Background: an optimization exercise with open tools, aiming at small area and a short achievable clock period. Do not read the settings as production practice.
Function was checked by simulation only, so behaviour that the tests miss may differ from the original.
Power figures rest on the tool's default switching activity, not on a simulated workload.

## the reference run
==> flow/design.v (excerpt) <==
module sorting_network_top (
  input          clk_i,
  input          rst_i,
  input  [99:0]  data_i,
  input          data_valid_i,
  output [99:0]  data_o,
  output         data_valid_o
);
clock: 5.0 ns
lec_check: 0
cap_margin: 20
core_margin: 2
core_utilization: 40
cts_cluster_diameter: 100
cts_cluster_size: 20
setup_slack_margin: 2.9
slew_margin: 20
standard.sh (not shown) runs the stock make flow with config.mk's settings and CLKGATE_MAP_FILE= SYNTH_SCRIPT=/design/flow/synth_recipe.tcl, a recipe that flattens the netlist after the stock synthesis.
==> flow/flow/run.sh <==
#!/bin/bash
# The standard layout (the standard.sh: ORFS synthesis through finish), with three
# changes to how ORFS builds it:
#  - the port buffers that buffer_ports inserts are buf_4 cells instead of the delay-cell
#    footprint it picks by default,
#  - timing repair may resize cells across footprints (MATCH_CELL_FOOTPRINT=0), and
#  - the pins are placed with inputs on the left edge and outputs on the right (flow/io.tcl).
# Every tool's output goes to ORFS's own logs; make's output goes to flow_make.log here.
set -euo pipefail
bash standard.sh MATCH_CELL_FOOTPRINT=0 "BUFFER_PORTS_ARGS=-buffer_cell sky130_fd_sc_hd__buf_4" \
  "IO_CONSTRAINTS=$PWD/flow/io.tcl" finish > flow_make.log 2>&1
==> flow/flow/io.tcl <==
# Pin placement: every input on the left edge, every output on the right edge, so the
# pipeline runs from left to right and the all-pairs comparators sit near their inputs.
set_io_pin_constraint -direction INPUT -region left:*
set_io_pin_constraint -direction OUTPUT -region right:*
The reference run reached the end of the flow, and the finished layout is clean on the timing, DRC and antenna checks.
> inputs changed (the reference run -> the trial run)
Settings: changing CTS_CLUSTER_DIAMETER from 100 to 80; changing CTS_CLUSTER_SIZE from 20 to 16; setting CTS_BUF_LIST to sky130_fd_sc_hd__clkbuf_8 for the first time.
==> flow/flow/run.sh <==
#!/bin/bash
# The standard layout (the standard.sh: ORFS synthesis through finish), with these
# changes to how ORFS builds it:
#  - port buffers: buf_4 on every input, buf_2 on every output (flow/pre_gpl.tcl), instead
#    of the delay-cell footprint that buffer_ports picks by default,
#  - timing repair may resize cells across footprints (MATCH_CELL_FOOTPRINT=0), and
#  - the pins are placed with inputs on the left edge and outputs on the right (flow/io.tcl).
# Every tool's output goes to ORFS's own logs; make's output goes to flow_make.log here.
set -euo pipefail
bash standard.sh MATCH_CELL_FOOTPRINT=0 \
  "PRE_GLOBAL_PLACE_TCL=$PWD/flow/pre_gpl.tcl" \
  "BUFFER_PORTS_ARGS=-inputs -buffer_cell sky130_fd_sc_hd__buf_4" \
  "IO_CONSTRAINTS=$PWD/flow/io.tcl" finish > flow_make.log 2>&1
==> flow/flow/pre_gpl.tcl (new file) <==
# Output ports get buf_2 buffers (the standard buffer_ports call that follows then buffers
# the inputs only, with the cell BUFFER_PORTS_ARGS names).
buffer_ports -outputs -buffer_cell sky130_fd_sc_hd__buf_2
Findings:
Of the trial run and the reference run, the lower final antenna diode count belongs to the reference run.
The number of buffers created by CTS reported for the trial run is greater than that of the reference run by 8.
Pre-CTS setup slack ends up higher on the reference run.
As far as power spent charging and discharging nets is concerned, the trial run and the reference run perform about the same.
Relative to the reference run, number of vias in the routed layout has gone up in the trial run.
Summary of the comparison: pin count of the biggest net entering global routing is lower in the trial run, relative to the reference run.
The reference run consumes more power than the trial run.
Diff the reference run -> the trial run: post-layout worst setup margin down 0.0094 ns, cell count down about 2.3%.

---

## rev 12
Starting RTL as in the previous note.
export LEC_CHECK = 0
export CAP_MARGIN = 20
export CORE_ASPECT_RATIO = 0.5
export CORE_MARGIN = 2
export CORE_UTILIZATION = 40
export CTS_CLUSTER_DIAMETER = 100
export CTS_CLUSTER_SIZE = 20
export SETUP_SLACK_MARGIN = 2.9
export SLEW_MARGIN = 20
create_clock -name core_clock -period 5.0 [get_ports {clk_i}]
==> flow/flow/run.sh <==
#!/bin/bash
# The standard layout (the standard.sh: ORFS synthesis through finish), with these
# changes to how ORFS builds it:
#  - port buffers: buf_4 on every input, buf_2 on every output (flow/pre_gpl.tcl), instead
#    of the delay-cell footprint that buffer_ports picks by default,
#  - timing repair may resize cells across footprints (MATCH_CELL_FOOTPRINT=0), and
#  - the pins are placed with inputs on the left edge and outputs on the right (flow/io.tcl).
# Every tool's output goes to ORFS's own logs; make's output goes to flow_make.log here.
set -euo pipefail
bash standard.sh MATCH_CELL_FOOTPRINT=0 \
  "PRE_GLOBAL_PLACE_TCL=$PWD/flow/pre_gpl.tcl" \
  "BUFFER_PORTS_ARGS=-inputs -buffer_cell sky130_fd_sc_hd__buf_4" \
  "IO_CONSTRAINTS=$PWD/flow/io.tcl" finish > flow_make.log 2>&1
==> flow/flow/pre_gpl.tcl <==
# Output ports get buf_2 buffers (the standard buffer_ports call that follows then buffers
# the inputs only, with the cell BUFFER_PORTS_ARGS names).
buffer_ports -outputs -buffer_cell sky130_fd_sc_hd__buf_2
Scripts as last shown in full above: flow/flow/io.tcl
Inputs modified between rev 12 and rev 13:
- CORE_ASPECT_RATIO: 0.5 -> unset
### Flow results
Rev 13 finished all stages; the layout is clean. The cell count of rev 12 and that of rev 13 are within noise of each other. Rev 12 reports its top layer reached by signal wires as met5 while rev 13 reports met4. Power after layout shrinks slightly when moving from rev 12 to rev 13. For latest clock arrival within the worst-skew pair, rev 13 and rev 12 come out practically identical. Highest-utilization routing layer at the global route stage = met2: rev 13; highest-utilization routing layer at the global route stage = met1: rev 12. Compared to rev 12, the routing of rev 13 uses more wire. Rev 12 and rev 13 ended up with roughly the same total number of vias. The higher final setup slack of the worst path came out of rev 13. Taking rev 12 as the reference point, the fmax of rev 13 rises by 5.8 MHz.

[separate check: timing with driven ports]
No port has a modelled driver above. Below, the same layouts with a new extraction and two added sets of constraints. Step 1, drivers: a clkbuf_16 drives clk_i and a buf_2 each remaining input, both assumed. Step 2, shift: input delay + t, output delay - t, t = (earliest + latest rising clock arrival at the registers) / 2. This alone moves slack from input paths to output paths. Three values: ideal ports, drivers, drivers and shift; two values: the first two.
run	shift t [ns]	setup slack, ns	worst setup path at the end	slew at the worst register clock pin (ns)
the reference run	0.663	2.745 / 2.678 / 2.211	input to register	0.09 / 0.09
the trial run	0.687	2.736 / 2.763 / 2.076	input to register	0.11 / 0.11
rev 12	0.655	2.724 / 2.724 / 2.185	input to register	0.11 / 0.11
rev 13	0.669	2.754 / 2.794 / 2.125	input to register	0.08 / 0.08
After both steps setup and hold are still met in every run listed. The setup slack of the trial run, which loses most, moves by +0.027 ns with the drivers and by -0.660 ns with both steps.
